This design comes from an exercise in tuning for small area on the open sky130 flow, not from production work.
The RTL was checked by simulation tests, not by an equivalence proof against the original design.
No activity file was given, so power comes from the tool's default toggle rates.

==> exp/amber: inputs <==
==> flow/design.v <==
`timescale 1ns / 1ps
module hx711driver (
    input  logic        clk,
    input  logic        reset,
    input  logic        ce,
    input  logic        hx711_in,
    output logic [23:0] dout,
    output logic        hx711_done_tick,
    output logic        sclk
);
    logic [5:0]  ph;
    logic [5:0]  c;
    logic [23:0] si;
    logic c_end, active, ph_last;
    assign active  = |ph;
    assign c_end   = c[5] & c[4] & c[1];             
    assign ph_last = ph[5] & ph[4] & ph[1] & ph[0];   
    logic [6:0] cc, pc;
    assign cc[0] = 1'b1;
    assign pc[0] = 1'b1;
    genvar i;
    for (i = 0; i < 6; i++) begin : g_inc
        assign cc[i+1] = cc[i] & c[i];
        assign pc[i+1] = pc[i] & ph[i];
    end
    always_ff @(posedge clk, posedge reset)
        if (reset)
            ph <= '0;
        else if (ce) begin
            if (!active) begin
                if (!hx711_in) ph <= 6'd1;
            end else if (c_end)
                ph <= ph_last ? 6'd0 : (ph ^ pc[5:0]);
        end
    always_ff @(posedge clk)
        if (ce) begin
            if (!active || c_end) c <= '0;
            else                  c <= c ^ cc[5:0];
        end
    always_ff @(posedge clk)
        if (ce && c_end && active && !ph[0] && !(ph[5] & ph[4] & ph[1]))
            si <= {si[22:0], hx711_in};
    assign dout = si;
    assign hx711_done_tick = ph_last & c_end;
    assign sclk = active & ~ph[0];
endmodule
`timescale 1ns / 1ps
module seven_seg_driver (
    input  logic        clock,
    input  logic        reset,
    input  logic [23:0] om,       
    input  logic        sgn,
    input  logic        qbit,     
    input  logic        conv_q,   
    input  logic        clr_q,    
    input  logic        load,     
    output logic        ce,       
    output logic [7:0]  segments_out,
    output logic [7:0]  anodes_out
);
    logic [9:0]  refresh_counter;
    logic        refresh_tick;
    logic [2:0]  digit_selector;
    logic [27:0] wb;
    logic        clean;
    logic [3:0]  cur, nxt;
    logic [10:0] rc;
    assign rc[0] = 1'b1;
    genvar i;
    for (i = 0; i < 10; i++) begin : g_inc
        assign rc[i+1] = rc[i] & refresh_counter[i];
    end
    logic [3:0] dc;
    assign dc[0] = refresh_tick;
    for (i = 0; i < 3; i++) begin : g_dinc
        assign dc[i+1] = dc[i] & digit_selector[i];
    end
    logic [2:0] dsel_n, dsel_n1;      
    assign dsel_n = digit_selector ^ dc[2:0];
    logic [3:0] dc1;
    assign dc1[0] = 1'b1;
    for (i = 0; i < 3; i++) begin : g_dinc1
        assign dc1[i+1] = dc1[i] & dsel_n[i];
    end
    assign dsel_n1 = dsel_n ^ dc1[2:0];
    logic [4:0] j;
    assign j = refresh_counter[4:0];
    logic per_clr;
    assign per_clr = ~(j[4] | j[3]);
    logic bin;
    logic [31:0] om_pad;
    assign om_pad = {8'b0, om};
    assign bin = conv_q ? qbit : (om_pad[~j] ^ sgn);
    logic wclr;
    assign wclr = conv_q ? clr_q : per_clr;
    logic valid;
    assign valid = clean & ~(|j);
    function automatic [3:0] add3(input [3:0] d);
        case (d)
            4'd5: add3 = 4'd8;
            4'd6: add3 = 4'd9;
            4'd7: add3 = 4'd10;
            4'd8: add3 = 4'd11;
            4'd9: add3 = 4'd12;
            default: add3 = d;
        endcase
    endfunction
    logic [27:0] wb_adj;
    for (i = 0; i < 6; i++) begin : g_dd
        assign wb_adj[i*4 +: 4] = add3(wb[i*4 +: 4]);
    end
    assign wb_adj[27:24] = wb[27:24];
    function automatic [3:0] digit_of(input [27:0] w, input [2:0] s);
        case (s)
            3'd0: digit_of = w[3:0];
            3'd1: digit_of = w[7:4];
            3'd2: digit_of = w[11:8];
            3'd3: digit_of = w[15:12];
            3'd4: digit_of = w[19:16];
            3'd5: digit_of = w[23:20];
            3'd6: digit_of = w[27:24];
            default: digit_of = 4'd0;
        endcase
    endfunction
    logic [3:0] dig_a, dig_b;
    assign dig_a = digit_of(wb, dsel_n);
    assign dig_b = digit_of(wb, dsel_n1);
    always_ff @(posedge clock, posedge reset)
        if (reset) begin
            refresh_counter <= '0;
            refresh_tick    <= 1'b0;
            digit_selector  <= '0;
            clean           <= 1'b0;
            cur             <= '0;
        end else begin
            refresh_counter <= refresh_counter ^ rc[9:0];
            refresh_tick    <= rc[10];
            digit_selector  <= dsel_n;
            if (conv_q)       clean <= 1'b0;
            else if (per_clr) clean <= 1'b1;
            if (load | valid)      cur <= dig_a;
            else if (refresh_tick) cur <= nxt;
        end
    always_ff @(posedge clock) begin
        wb <= wclr ? 28'd0 : {wb_adj[26:0], bin};
        if (load | valid) nxt <= dig_b;
    end
    assign ce = ~refresh_counter[0];
    always_comb
        case (cur)
            4'd0:    segments_out = 8'b00000011;
            4'd1:    segments_out = 8'b10011111;
            4'd2:    segments_out = 8'b00100101;
            4'd3:    segments_out = 8'b00001101;
            4'd4:    segments_out = 8'b10011001;
            4'd5:    segments_out = 8'b01001001;
            4'd6:    segments_out = 8'b01000001;
            4'd7:    segments_out = 8'b00011111;
            4'd8:    segments_out = 8'b00000001;
            4'd9:    segments_out = 8'b00001001;
            default: segments_out = 8'b11111111;
        endcase
    always_comb
        case (digit_selector)
            3'd0: anodes_out = 8'b11111110;
            3'd1: anodes_out = 8'b11111101;
            3'd2: anodes_out = 8'b11111011;
            3'd3: anodes_out = 8'b11110111;
            3'd4: anodes_out = 8'b11101111;
            3'd5: anodes_out = 8'b11011111;
            3'd6: anodes_out = 8'b10111111;
            default: anodes_out = 8'b01111111;
        endcase
endmodule
`timescale 1ns / 1ps
module rca #(parameter int W = 8) (
    input  logic [W-1:0] a,
    input  logic [W-1:0] b,
    input  logic         cin,
    output logic [W-1:0] s,
    output logic         cout
);
    logic [W:0] c;
    assign c[0] = cin;
    genvar i;
    for (i = 0; i < W; i++) begin : g_bit
        assign s[i]   = a[i] ^ b[i] ^ c[i];
        assign c[i+1] = (a[i] & b[i]) | (c[i] & (a[i] ^ b[i]));
    end
    assign cout = c[W];
endmodule
module rinc #(parameter int W = 8) (
    input  logic [W-1:0] a,
    input  logic         cin,
    output logic [W-1:0] s
);
    logic [W:0] c;
    assign c[0] = cin;
    genvar i;
    for (i = 0; i < W; i++) begin : g_bit
        assign s[i]   = a[i] ^ c[i];
        assign c[i+1] = a[i] & c[i];
    end
endmodule
module lt_const #(parameter int W = 8, parameter logic [W-1:0] K = '0) (
    input  logic [W-1:0] a,
    output logic         lt
);
    logic [W:0] c;
    assign c[0] = 1'b0;
    genvar i;
    for (i = 0; i < W; i++) begin : g_bit
        if (K[i]) begin : g_one
            assign c[i+1] = ~a[i] | c[i];
        end else begin : g_zero
            assign c[i+1] = ~a[i] & c[i];
        end
    end
    assign lt = c[W];
endmodule
module top_nexys_a7 (
    input  logic       clock,
    input  logic       reset,
    input  logic       hx711_data_in,
    output logic       hx711_sclk_out,
    output logic [5:0] states_led,
    output logic [7:0] DDP,
    output logic [7:0] AN
);
    logic ce;
    logic sync1, sync2;
    always_ff @(posedge clock)
        if (ce) begin
            sync1 <= hx711_data_in;
            sync2 <= sync1;
        end
    logic [23:0] si;
    logic        done;
    hx711driver inst_hx711_driver (
        .clk(clock), .reset(reset), .ce(ce), .hx711_in(sync2),
        .dout(si), .hx711_done_tick(done), .sclk(hx711_sclk_out));
    logic tick;
    assign tick = done & ~ce;
    localparam logic [2:0] ST_IDLE = 3'd0, ST_S1 = 3'd1, ST_S2 = 3'd2, ST_S3 = 3'd3,
                           ST_PREP = 3'd4, ST_DIV = 3'd5, ST_UPD = 3'd6, ST_CLN = 3'd7;
    logic [2:0]  state;
    logic [16:0] timer;         
    logic [28:0] acc;           
    logic [4:0]  cnt;           
    logic [1:0]  outl;          
    logic [23:0] om;            
    logic        sgn;           
    logic        zero;          
    logic        led;
    logic [4:0]  rem;           
    logic [5:0]  pv;            
    logic        pneg;
    logic tmax;                 
    assign tmax = timer[16] & timer[15] & timer[10] & timer[9] & timer[7]
                & timer[4] & timer[3] & timer[2] & timer[1] & timer[0];
    logic in_idle, in_smp, in_s3, in_prep, in_div, in_upd, in_cln;
    assign in_idle = (state == ST_IDLE);
    assign in_smp  = (state == ST_S1) | (state == ST_S2) | (state == ST_S3);
    assign in_s3   = (state == ST_S3);
    assign in_prep = (state == ST_PREP);
    assign in_div  = (state == ST_DIV);
    assign in_upd  = (state == ST_UPD);
    assign in_cln  = (state == ST_CLN);
    logic cnt_nz;
    assign cnt_nz = |cnt;
    logic [24:0] diff;
    rca #(25) u_diff (.a({si[23], si}), .b(~{sgn, om}), .cin(~sgn), .s(diff), .cout());
    logic lo_lt, lo_le;
    lt_const #(14, 14'd15000) u_lt (.a(diff[13:0]), .lt(lo_lt));
    lt_const #(14, 14'd1385)  u_le (.a(diff[13:0]), .lt(lo_le));
    logic d_small;
    assign d_small = diff[24] ? ((&diff[23:14]) & ~lo_le) : (~(|diff[23:14]) & lo_lt);
    logic accept;
    assign accept = d_small | zero | (&outl);
    logic en_s, en_p;
    assign en_s = in_s3 & accept;
    assign en_p = in_prep & acc[28];
    logic [28:0] addb, asum;
    assign addb = ({{5{si[23]}}, si} & {29{en_s}}) | {29{en_p}};
    rca #(29) u_acc (.a(acc), .b(addb), .cin(1'b0), .s(asum), .cout());
    logic t_inc, t_clr;
    assign t_clr = (in_idle & ~tick & tmax) | in_upd;
    assign t_inc = (in_idle & ~tick) | (in_smp & ~tmax) | in_div;
    logic [16:0] timer_n;
    rinc #(17) u_tinc (.a(timer), .cin(t_inc), .s(timer_n));
    logic [4:0] cnt_n;
    rinc #(5) u_cinc (.a(cnt), .cin(en_s), .s(cnt_n));
    logic [4:0] k;
    assign k = ~timer[4:0];
    logic [31:0] acc_pad;
    assign acc_pad = {3'b0, acc};
    logic dbit;
    assign dbit = timer[5] & (timer[4] | timer[3] | timer[2] | (timer[1] & timer[0]))
                & (acc_pad[k] ^ acc[28]);
    logic [5:0] rt, rsub;
    assign rt = {rem, dbit};
    logic qbit;
    rca #(6) u_dsub (.a(rt), .b(~{1'b0, cnt}), .cin(1'b1), .s(rsub), .cout(qbit));
    logic mshift;
    assign mshift = in_div & timer[5] & (timer[4] | timer[3]);
    logic xo, sn;
    assign xo = om[23] ^ sgn;
    assign sn = acc[28];
    logic [2:0] delta;
    always_comb
        case ({sgn, sn, xo, qbit})
            4'b0100, 4'b0000, 4'b0011,
            4'b1000, 4'b1011, 4'b1100, 4'b1111: delta = 3'b000;
            4'b0110, 4'b0101, 4'b0010,
            4'b1001, 4'b1101:                   delta = 3'b001;
            4'b0111:                            delta = 3'b010;
            default:                            delta = 3'b111;   
        endcase
    logic [7:0] pt2;
    rca #(8) u_pcmp (.a({1'b0, pv, 1'b0}), .b({{5{delta[2]}}, delta}), .cin(1'b0), .s(pt2), .cout());
    logic p_neg_n, p_big_n, pt_lt51;
    lt_const #(7, 7'd51) u_p51 (.a(pt2[6:0]), .lt(pt_lt51));
    assign p_neg_n = pt2[7];
    assign p_big_n = ~pt2[7] & ~pt_lt51;
    always_ff @(posedge clock, posedge reset)
        if (reset) begin
            state <= ST_IDLE;
            outl  <= '0;
            om    <= '0;
            sgn   <= 1'b0;
            zero  <= 1'b1;
            led   <= 1'b0;
        end else begin
            case (state)
                ST_IDLE: if (tick) state <= ST_S1; else if (tmax) state <= ST_PREP;
                ST_S1:   state <= ST_S2;
                ST_S2:   state <= ST_S3;
                ST_S3:   state <= ST_IDLE;
                ST_PREP: state <= cnt_nz ? ST_DIV : ST_UPD;
                ST_DIV:  if (&timer[5:0]) state <= ST_UPD;
                ST_UPD:  state <= ST_CLN;
                default: state <= ST_IDLE;
            endcase
            if (in_s3) begin
                if (accept) outl <= '0;
                else        outl <= {outl[1] | outl[0], ~outl[0]};
            end
            if (in_prep & cnt_nz) zero <= 1'b1;
            if (mshift) begin
                om   <= {om[22:0], qbit ^ sn};
                zero <= zero & ~qbit;
            end
            if (in_upd) begin
                led <= 1'b0;
                if (cnt_nz) begin
                    sgn <= sn;
                    led <= ~pneg & (pv == 6'd51) & ~(sgn & ~sn);
                end
            end
        end
    always_ff @(posedge clock) begin
        timer <= (t_clr | reset) ? 17'd0 : timer_n;
        acc   <= (in_cln | reset) ? 29'd0 : asum;
        cnt   <= (in_cln | reset) ? 5'd0 : cnt_n;
    end
    always_ff @(posedge clock) begin
        if (in_prep) begin
            rem  <= '0;
            pv   <= '0;
            pneg <= 1'b0;
        end else begin
            rem <= qbit ? rsub[4:0] : rt[4:0];
            if (mshift && !pneg && pv != 6'd51) begin
                pneg <= p_neg_n;
                pv   <= p_big_n ? 6'd51 : pt2[5:0];
            end
        end
    end
    assign states_led = {led, 1'b0, led, led, 1'b0, led};
    seven_seg_driver inst_display (
        .clock(clock), .reset(reset), .om(om), .sgn(sgn), .qbit(qbit),
        .conv_q(in_prep | in_div | in_upd), .clr_q(in_prep), .load(in_upd & cnt_nz),
        .ce(ce), .segments_out(DDP), .anodes_out(AN));
endmodule
==> flow/run.sh <==
#!/bin/bash
# synth_recipe.tcl (not shown) runs the flow's synth.tcl, then flattens the netlist and writes it again
# the make line also repeats each setting of config.mk as NAME=value (left out here)
make -C /OpenROAD-flow-scripts/flow DESIGN_CONFIG=/design/flow/config.mk WORK_HOME=/design/flow/orfs CLKGATE_MAP_FILE= SYNTH_SCRIPT=/design/flow/synth_recipe.tcl finish
==> flow/config.mk <==
export PLATFORM = sky130hd
export DESIGN_NAME = top_nexys_a7
export DESIGN_NICKNAME = top_nexys_a7
export VERILOG_FILES = /design/flow/design.v
export SDC_FILE = /design/flow/constraint.sdc
export NUM_CORES = 4
export LEC_CHECK = 0
export CAP_MARGIN = 20
export CORE_MARGIN = 2
export CORE_UTILIZATION = 40
export SLEW_MARGIN = 20
==> flow/constraint.sdc <==
create_clock -name core_clock -period 40.0 [get_ports {clock}]
set_input_delay 8.0000 -clock core_clock [delete_from_list [all_inputs] [get_ports {clock}]]
set_output_delay 8.0000 -clock core_clock [all_outputs]
set_load 0.01 [all_outputs]
==> exp/juniper (differences from exp/amber) <==
--- a/flow/design.v
+++ b/flow/design.v
@@ -6,7 +6,8 @@
     input  logic        hx711_in,
     output logic [23:0] dout,
     output logic        hx711_done_tick,
-    output logic        sclk
+    output logic        sclk,
+    output logic        last_phase      
 );
     logic [5:0]  ph;
     logic [5:0]  c;
@@ -15,41 +16,39 @@
     assign active  = |ph;
     assign c_end   = c[5] & c[4] & c[1];             
     assign ph_last = ph[5] & ph[4] & ph[1] & ph[0];   
+    logic c_clr, ph_inc, ph_clr;
+    assign c_clr  = ce & (~active | c_end);
+    assign ph_inc = ce & (active ? c_end : ~hx711_in);
+    assign ph_clr = ce & c_end & ph_last;
     logic [6:0] cc, pc;
-    assign cc[0] = 1'b1;
-    assign pc[0] = 1'b1;
+    assign cc[0] = ce;
+    assign pc[0] = ph_inc;
     genvar i;
     for (i = 0; i < 6; i++) begin : g_inc
         assign cc[i+1] = cc[i] & c[i];
         assign pc[i+1] = pc[i] & ph[i];
     end
     always_ff @(posedge clk, posedge reset)
-        if (reset)
-            ph <= '0;
-        else if (ce) begin
-            if (!active) begin
-                if (!hx711_in) ph <= 6'd1;
-            end else if (c_end)
-                ph <= ph_last ? 6'd0 : (ph ^ pc[5:0]);
-        end
+        if (reset) ph <= '0;
+        else       ph <= ph_clr ? 6'd0 : (ph ^ pc[5:0]);
     always_ff @(posedge clk)
-        if (ce) begin
-            if (!active || c_end) c <= '0;
-            else                  c <= c ^ cc[5:0];
-        end
+        c <= c_clr ? 6'd0 : (c ^ cc[5:0]);
     always_ff @(posedge clk)
         if (ce && c_end && active && !ph[0] && !(ph[5] & ph[4] & ph[1]))
             si <= {si[22:0], hx711_in};
     assign dout = si;
     assign hx711_done_tick = ph_last & c_end;
     assign sclk = active & ~ph[0];
+    assign last_phase = ph_last;
 endmodule
 `timescale 1ns / 1ps
 module seven_seg_driver (
     input  logic        clock,
     input  logic        reset,
-    input  logic [23:0] om,       
+    input  logic        om_msb,   
     input  logic        sgn,
+    input  logic        busy_soon,  
+    output logic        rot,      
     input  logic        qbit,     
     input  logic        conv_q,   
     input  logic        clr_q,    
@@ -63,6 +62,7 @@
     logic [2:0]  digit_selector;
     logic [27:0] wb;
     logic        clean;
+    logic        rot_go;
     logic [3:0]  cur, nxt;
     logic [10:0] rc;
     assign rc[0] = 1'b1;
@@ -75,26 +75,19 @@
     for (i = 0; i < 3; i++) begin : g_dinc
         assign dc[i+1] = dc[i] & digit_selector[i];
     end
-    logic [2:0] dsel_n, dsel_n1;      
+    logic [2:0] dsel_n;               
     assign dsel_n = digit_selector ^ dc[2:0];
-    logic [3:0] dc1;
-    assign dc1[0] = 1'b1;
-    for (i = 0; i < 3; i++) begin : g_dinc1
-        assign dc1[i+1] = dc1[i] & dsel_n[i];
-    end
-    assign dsel_n1 = dsel_n ^ dc1[2:0];
     logic [4:0] j;
     assign j = refresh_counter[4:0];
     logic per_clr;
     assign per_clr = ~(j[4] | j[3]);
     logic bin;
-    logic [31:0] om_pad;
-    assign om_pad = {8'b0, om};
-    assign bin = conv_q ? qbit : (om_pad[~j] ^ sgn);
+    assign bin = conv_q ? qbit : (om_msb ^ sgn);
+    assign rot = rot_go & ~per_clr;
     logic wclr;
     assign wclr = conv_q ? clr_q : per_clr;
     logic valid;
-    assign valid = clean & ~(|j);
+    assign valid = clean & rot_go & ~(|j);
     function automatic [3:0] add3(input [3:0] d);
         case (d)
             4'd5: add3 = 4'd8;
@@ -110,27 +103,25 @@
         assign wb_adj[i*4 +: 4] = add3(wb[i*4 +: 4]);
     end
     assign wb_adj[27:24] = wb[27:24];
-    function automatic [3:0] digit_of(input [27:0] w, input [2:0] s);
-        case (s)
-            3'd0: digit_of = w[3:0];
-            3'd1: digit_of = w[7:4];
-            3'd2: digit_of = w[11:8];
-            3'd3: digit_of = w[15:12];
-            3'd4: digit_of = w[19:16];
-            3'd5: digit_of = w[23:20];
-            3'd6: digit_of = w[27:24];
-            default: digit_of = 4'd0;
+    logic [3:0] ev, od, ev1;
+    always_comb begin
+        case (dsel_n[2:1])
+            2'd0: begin ev = wb[3:0];   od = wb[7:4];   ev1 = wb[11:8];  end
+            2'd1: begin ev = wb[11:8];  od = wb[15:12]; ev1 = wb[19:16]; end
+            2'd2: begin ev = wb[19:16]; od = wb[23:20]; ev1 = wb[27:24]; end
+            default: begin ev = wb[27:24]; od = 4'd0;   ev1 = wb[3:0];   end
         endcase
-    endfunction
+    end
     logic [3:0] dig_a, dig_b;
-    assign dig_a = digit_of(wb, dsel_n);
-    assign dig_b = digit_of(wb, dsel_n1);
+    assign dig_a = dsel_n[0] ? od : ev;
+    assign dig_b = dsel_n[0] ? ev1 : od;
     always_ff @(posedge clock, posedge reset)
         if (reset) begin
             refresh_counter <= '0;
             refresh_tick    <= 1'b0;
             digit_selector  <= '0;
             clean           <= 1'b0;
+            rot_go          <= 1'b0;
             cur             <= '0;
         end else begin
             refresh_counter <= refresh_counter ^ rc[9:0];
@@ -138,6 +129,7 @@
             digit_selector  <= dsel_n;
             if (conv_q)       clean <= 1'b0;
             else if (per_clr) clean <= 1'b1;
+            if (j == 5'd7)    rot_go <= ~conv_q & ~busy_soon;
             if (load | valid)      cur <= dig_a;
             else if (refresh_tick) cur <= nxt;
         end
@@ -235,10 +227,10 @@
             sync2 <= sync1;
         end
     logic [23:0] si;
-    logic        done;
+    logic        done, last_phase;
     hx711driver inst_hx711_driver (
         .clk(clock), .reset(reset), .ce(ce), .hx711_in(sync2),
-        .dout(si), .hx711_done_tick(done), .sclk(hx711_sclk_out));
+        .dout(si), .hx711_done_tick(done), .sclk(hx711_sclk_out), .last_phase(last_phase));
     logic tick;
     assign tick = done & ~ce;
     localparam logic [2:0] ST_IDLE = 3'd0, ST_S1 = 3'd1, ST_S2 = 3'd2, ST_S3 = 3'd3,
@@ -246,6 +238,7 @@
     logic [2:0]  state;
     logic [16:0] timer;         
     logic [28:0] acc;           
+    logic        sn;            
     logic [4:0]  cnt;           
     logic [1:0]  outl;          
     logic [23:0] om;            
@@ -277,11 +270,13 @@
     assign d_small = diff[24] ? ((&diff[23:14]) & ~lo_le) : (~(|diff[23:14]) & lo_lt);
     logic accept;
     assign accept = d_small | zero | (&outl);
+    logic dshift;
+    assign dshift = in_div & timer[5] & (timer[4] | timer[3] | timer[2] | (timer[1] & timer[0]));
     logic en_s, en_p;
     assign en_s = in_s3 & accept;
     assign en_p = in_prep & acc[28];
     logic [28:0] addb, asum;
-    assign addb = ({{5{si[23]}}, si} & {29{en_s}}) | {29{en_p}};
+    assign addb = ({{5{si[23]}}, si} & {29{en_s}}) | (acc & {29{dshift}}) | {29{en_p}};
     rca #(29) u_acc (.a(acc), .b(addb), .cin(1'b0), .s(asum), .cout());
     logic t_inc, t_clr;
     assign t_clr = (in_idle & ~tick & tmax) | in_upd;
@@ -290,22 +285,17 @@
     rinc #(17) u_tinc (.a(timer), .cin(t_inc), .s(timer_n));
     logic [4:0] cnt_n;
     rinc #(5) u_cinc (.a(cnt), .cin(en_s), .s(cnt_n));
-    logic [4:0] k;
-    assign k = ~timer[4:0];
-    logic [31:0] acc_pad;
-    assign acc_pad = {3'b0, acc};
     logic dbit;
-    assign dbit = timer[5] & (timer[4] | timer[3] | timer[2] | (timer[1] & timer[0]))
-                & (acc_pad[k] ^ acc[28]);
+    assign dbit = dshift & (acc[28] ^ sn);
     logic [5:0] rt, rsub;
     assign rt = {rem, dbit};
     logic qbit;
     rca #(6) u_dsub (.a(rt), .b(~{1'b0, cnt}), .cin(1'b1), .s(rsub), .cout(qbit));
+    logic rot;
     logic mshift;
     assign mshift = in_div & timer[5] & (timer[4] | timer[3]);
-    logic xo, sn;
+    logic xo;
     assign xo = om[23] ^ sgn;
-    assign sn = acc[28];
     logic [2:0] delta;
     always_comb
         case ({sgn, sn, xo, qbit})
@@ -316,12 +306,22 @@
             4'b0111:                            delta = 3'b010;
             default:                            delta = 3'b111;   
         endcase
-    logic [7:0] pt2;
-    rca #(8) u_pcmp (.a({1'b0, pv, 1'b0}), .b({{5{delta[2]}}, delta}), .cin(1'b0), .s(pt2), .cout());
-    logic p_neg_n, p_big_n, pt_lt51;
-    lt_const #(7, 7'd51) u_p51 (.a(pt2[6:0]), .lt(pt_lt51));
-    assign p_neg_n = pt2[7];
-    assign p_big_n = ~pt2[7] & ~pt_lt51;
+    logic p_inc, p_dec, p_f;
+    assign p_inc = ~delta[2] & delta[1];
+    assign p_dec = delta[2];
+    assign p_f   = delta[0];
+    logic [6:0] pc;
+    logic [5:0] pu;
+    assign pc[0] = p_inc | p_dec;
+    genvar gi;
+    for (gi = 0; gi < 6; gi++) begin : g_pu
+        assign pu[gi]   = pv[gi] ^ pc[gi];
+        assign pc[gi+1] = pc[gi] & (pv[gi] ^ p_dec);
+    end
+    logic p_neg_n, p_big_n, pu_lt26;
+    assign p_neg_n = p_dec & pc[6];
+    lt_const #(6, 6'd26) u_p26 (.a(pu), .lt(pu_lt26));
+    assign p_big_n = ~p_neg_n & (~pu_lt26 | (pu == 6'd25 & p_f));
     always_ff @(posedge clock, posedge reset)
         if (reset) begin
             state <= ST_IDLE;
@@ -349,7 +349,8 @@
             if (mshift) begin
                 om   <= {om[22:0], qbit ^ sn};
                 zero <= zero & ~qbit;
-            end
+            end else if (rot)
+                om   <= {om[22:0], om[23]};
             if (in_upd) begin
                 led <= 1'b0;
                 if (cnt_nz) begin
@@ -360,7 +361,8 @@
         end
     always_ff @(posedge clock) begin
         timer <= (t_clr | reset) ? 17'd0 : timer_n;
-        acc   <= (in_cln | reset) ? 29'd0 : asum;
+        acc   <= reset ? 29'd0 : asum;      
+        if (in_prep) sn <= acc[28];
         cnt   <= (in_cln | reset) ? 5'd0 : cnt_n;
     end
     always_ff @(posedge clock) begin
@@ -372,13 +374,14 @@
             rem <= qbit ? rsub[4:0] : rt[4:0];
             if (mshift && !pneg && pv != 6'd51) begin
                 pneg <= p_neg_n;
-                pv   <= p_big_n ? 6'd51 : pt2[5:0];
+                pv   <= p_big_n ? 6'd51 : {pu[4:0], p_f};
             end
         end
     end
     assign states_led = {led, 1'b0, led, led, 1'b0, led};
     seven_seg_driver inst_display (
-        .clock(clock), .reset(reset), .om(om), .sgn(sgn), .qbit(qbit),
+        .clock(clock), .reset(reset), .om_msb(om[23]), .sgn(sgn), .qbit(qbit),
+        .busy_soon(last_phase), .rot(rot),
         .conv_q(in_prep | in_div | in_upd), .clr_q(in_prep), .load(in_upd & cnt_nz),
         .ce(ce), .segments_out(DDP), .anodes_out(AN));
 endmodule
==> flow/flow/run.sh (new file) <==
#!/bin/bash
# Standard layout (standard synthesis unchanged), with two layout options:
# output port buffers use buf_1, and the clock tree uses clkbuf_8 without
# dummy loads.
set -uo pipefail
bash standard.sh \
  DONT_BUFFER_PORTS=1 \
  "PRE_GLOBAL_PLACE_TCL=$PWD/flow/pre_gpl.tcl" \
  "CTS_ARGS=-sink_clustering_enable -repair_clock_nets -buf_list sky130_fd_sc_hd__clkbuf_8 -dont_use_dummy_load" \
  finish > flow_make.log 2>&1
status=$?
cp -r orfs/logs flow_logs 2>/dev/null || true
exit $status
==> flow/flow/pre_gpl.tcl (new file) <==
# Port buffering in place of the standard step (DONT_BUFFER_PORTS=1):
# every input and output port still gets a buffer; outputs use buf_1.
buffer_ports -inputs
buffer_ports -outputs -buffer_cell sky130_fd_sc_hd__buf_1
==> flow/standard.sh (new file) <==
#!/bin/bash
# synth_recipe.tcl (not shown) runs the flow's synth.tcl, then flattens the netlist and writes it again
# the make line also repeats each setting of config.mk as NAME=value (left out here)
make -C /OpenROAD-flow-scripts/flow DESIGN_CONFIG=/design/flow/config.mk WORK_HOME=/design/flow/orfs CLKGATE_MAP_FILE= SYNTH_SCRIPT=/design/flow/synth_recipe.tcl "${@:-finish}"
removed: flow/run.sh
==> exp/harbor (differences from exp/amber) <==
==> flow/flow/run.sh (new file) <==
#!/bin/bash
# Standard layout (standard synthesis unchanged), with three layout options:
# output port buffers use buf_1, the clock tree uses clkbuf_8 without dummy
# loads, and global routing recovers area on paths with slack.
set -uo pipefail
bash standard.sh \
  RECOVER_POWER=100 \
  DONT_BUFFER_PORTS=1 \
  "PRE_GLOBAL_PLACE_TCL=$PWD/flow/pre_gpl.tcl" \
  "CTS_ARGS=-sink_clustering_enable -repair_clock_nets -buf_list sky130_fd_sc_hd__clkbuf_8 -dont_use_dummy_load" \
  finish > flow_make.log 2>&1
status=$?
cp -r orfs/logs flow_logs 2>/dev/null || true
exit $status
==> flow/flow/pre_gpl.tcl (new file) <==
# Port buffering in place of the standard step (DONT_BUFFER_PORTS=1):
# every input and output port still gets a buffer; outputs use buf_1.
buffer_ports -inputs
buffer_ports -outputs -buffer_cell sky130_fd_sc_hd__buf_1
==> flow/standard.sh (new file) <==
#!/bin/bash
# synth_recipe.tcl (not shown) runs the flow's synth.tcl, then flattens the netlist and writes it again
# the make line also repeats each setting of config.mk as NAME=value (left out here)
make -C /OpenROAD-flow-scripts/flow DESIGN_CONFIG=/design/flow/config.mk WORK_HOME=/design/flow/orfs CLKGATE_MAP_FILE= SYNTH_SCRIPT=/design/flow/synth_recipe.tcl "${@:-finish}"
ABC_AREA = 1   (was unset)
removed: flow/run.sh
==> exp/zinc (differences from exp/amber) <==
CTS_BUF_LIST = sky130_fd_sc_hd__clkbuf_8   (was unset)
==> qor summary <==
	exp/harbor	exp/juniper	exp/amber	exp/zinc
Result of the run	failed layout checks	timing/DRC/antenna clean	timing/DRC/antenna clean	timing/DRC/antenna clean
Layout check failures	capacitance limit, slew limit	-	-	-
Area of all sequential standard cells	4330 um2	4330 um2	4330 um2	4330 um2
Cell depth of the worst flop-to-flop path	69	67	66	66
Area taken by multi-input logic gates	4660 um2	4820 um2	5200 um2	5200 um2
PnR worst setup slack	16.21 ns	16.06 ns	15.67 ns	15.72 ns
Die height	163 um	160 um	163 um	163 um
CTS clk-pin slew, worst paths	0.09 ns	0.09 ns	0.07 ns	0.11 ns
Cell chosen for the clock root	sky130_fd_sc_hd__clkbuf_8	sky130_fd_sc_hd__clkbuf_8	sky130_fd_sc_hd__clkbuf_16	sky130_fd_sc_hd__clkbuf_8
Number of sequential cells in the layout	184	186	184	184
Total routing resource utilization after global routing	0.158	0.144	0.159	0.158
Flip-flop and latch count after synthesis	184	186	184	184
Synthesis-to-finish area growth	4.26%	4.76%	9.72%	7.99%
Peak supply drop	0.0000168 V	0.0000151 V	0.0000199 V	0.0000233 V
Count leader, synth	sky130_fd_sc_hd__inv_1	sky130_fd_sc_hd__dfxtp_1	sky130_fd_sc_hd__inv_1	sky130_fd_sc_hd__inv_1
Utilization after layout	0.422	0.430	0.446	0.439
Average routed wire per standard cell	13.3 um	14.0 um	14.8 um	14.7 um
Worst slack at placement	16.42 ns	15.93 ns	15.73 ns	15.73 ns
Adder and majority cell fraction of the synthesized area	0.185	0.181	0.183	0.183
Met1 WL	10.0 mm	8.71 mm	9.46 mm	9.58 mm
Clock tree sinks	184	186	184	184
Instance area after placement	10400 um2	9920 um2	10600 um2	10600 um2
Static leakage power	4.21 nW	3.79 nW	4.22 nW	4.14 nW
Filler cell count in the final layout	2550	2247	2381	2413
Net switching component of the power	0.0632 mW	0.0589 mW	0.0812 mW	0.0759 mW
Synth Area in Compound Gates	0.120	0.125	0.112	0.112

## what the ideal ports hide
The results above use ideal ports. As a check the final layouts listed here were re-extracted and re-timed, cells and wires unchanged.
Step 1: set_driving_cell puts a clkbuf_16 on clock and a buf_2 on each other input, an assumption about the parent block.
Step 2 adds t to the input delays and takes it off the output delays; t is the mean of the earliest and latest rising clock arrival at the registers after step 1. Input paths then give back, and output paths get back, about the clock's delay inside the block.
Three values: ideal ports, drivers, drivers and shift; two values: the first two.
run | shift t [ns] | setup WS [ns] | hold WS [ns] | latest minus earliest clock arrival (ns)
exp/amber | 0.476 | 15.670 / 15.670 / 15.670 | 0.433 / 0.433 / 0.433 | 0.020 / 0.020
exp/juniper | 0.488 | 16.063 / 16.063 / 16.063 | 0.429 / 0.429 / 0.429 | 0.032 / 0.033
exp/harbor | 0.495 | 16.207 / 16.207 / 16.207 | 0.445 / 0.445 / 0.445 | 0.043 / 0.042
exp/zinc | 0.514 | 15.720 / 15.720 / 15.720 | 0.439 / 0.439 / 0.439 | 0.018 / 0.018
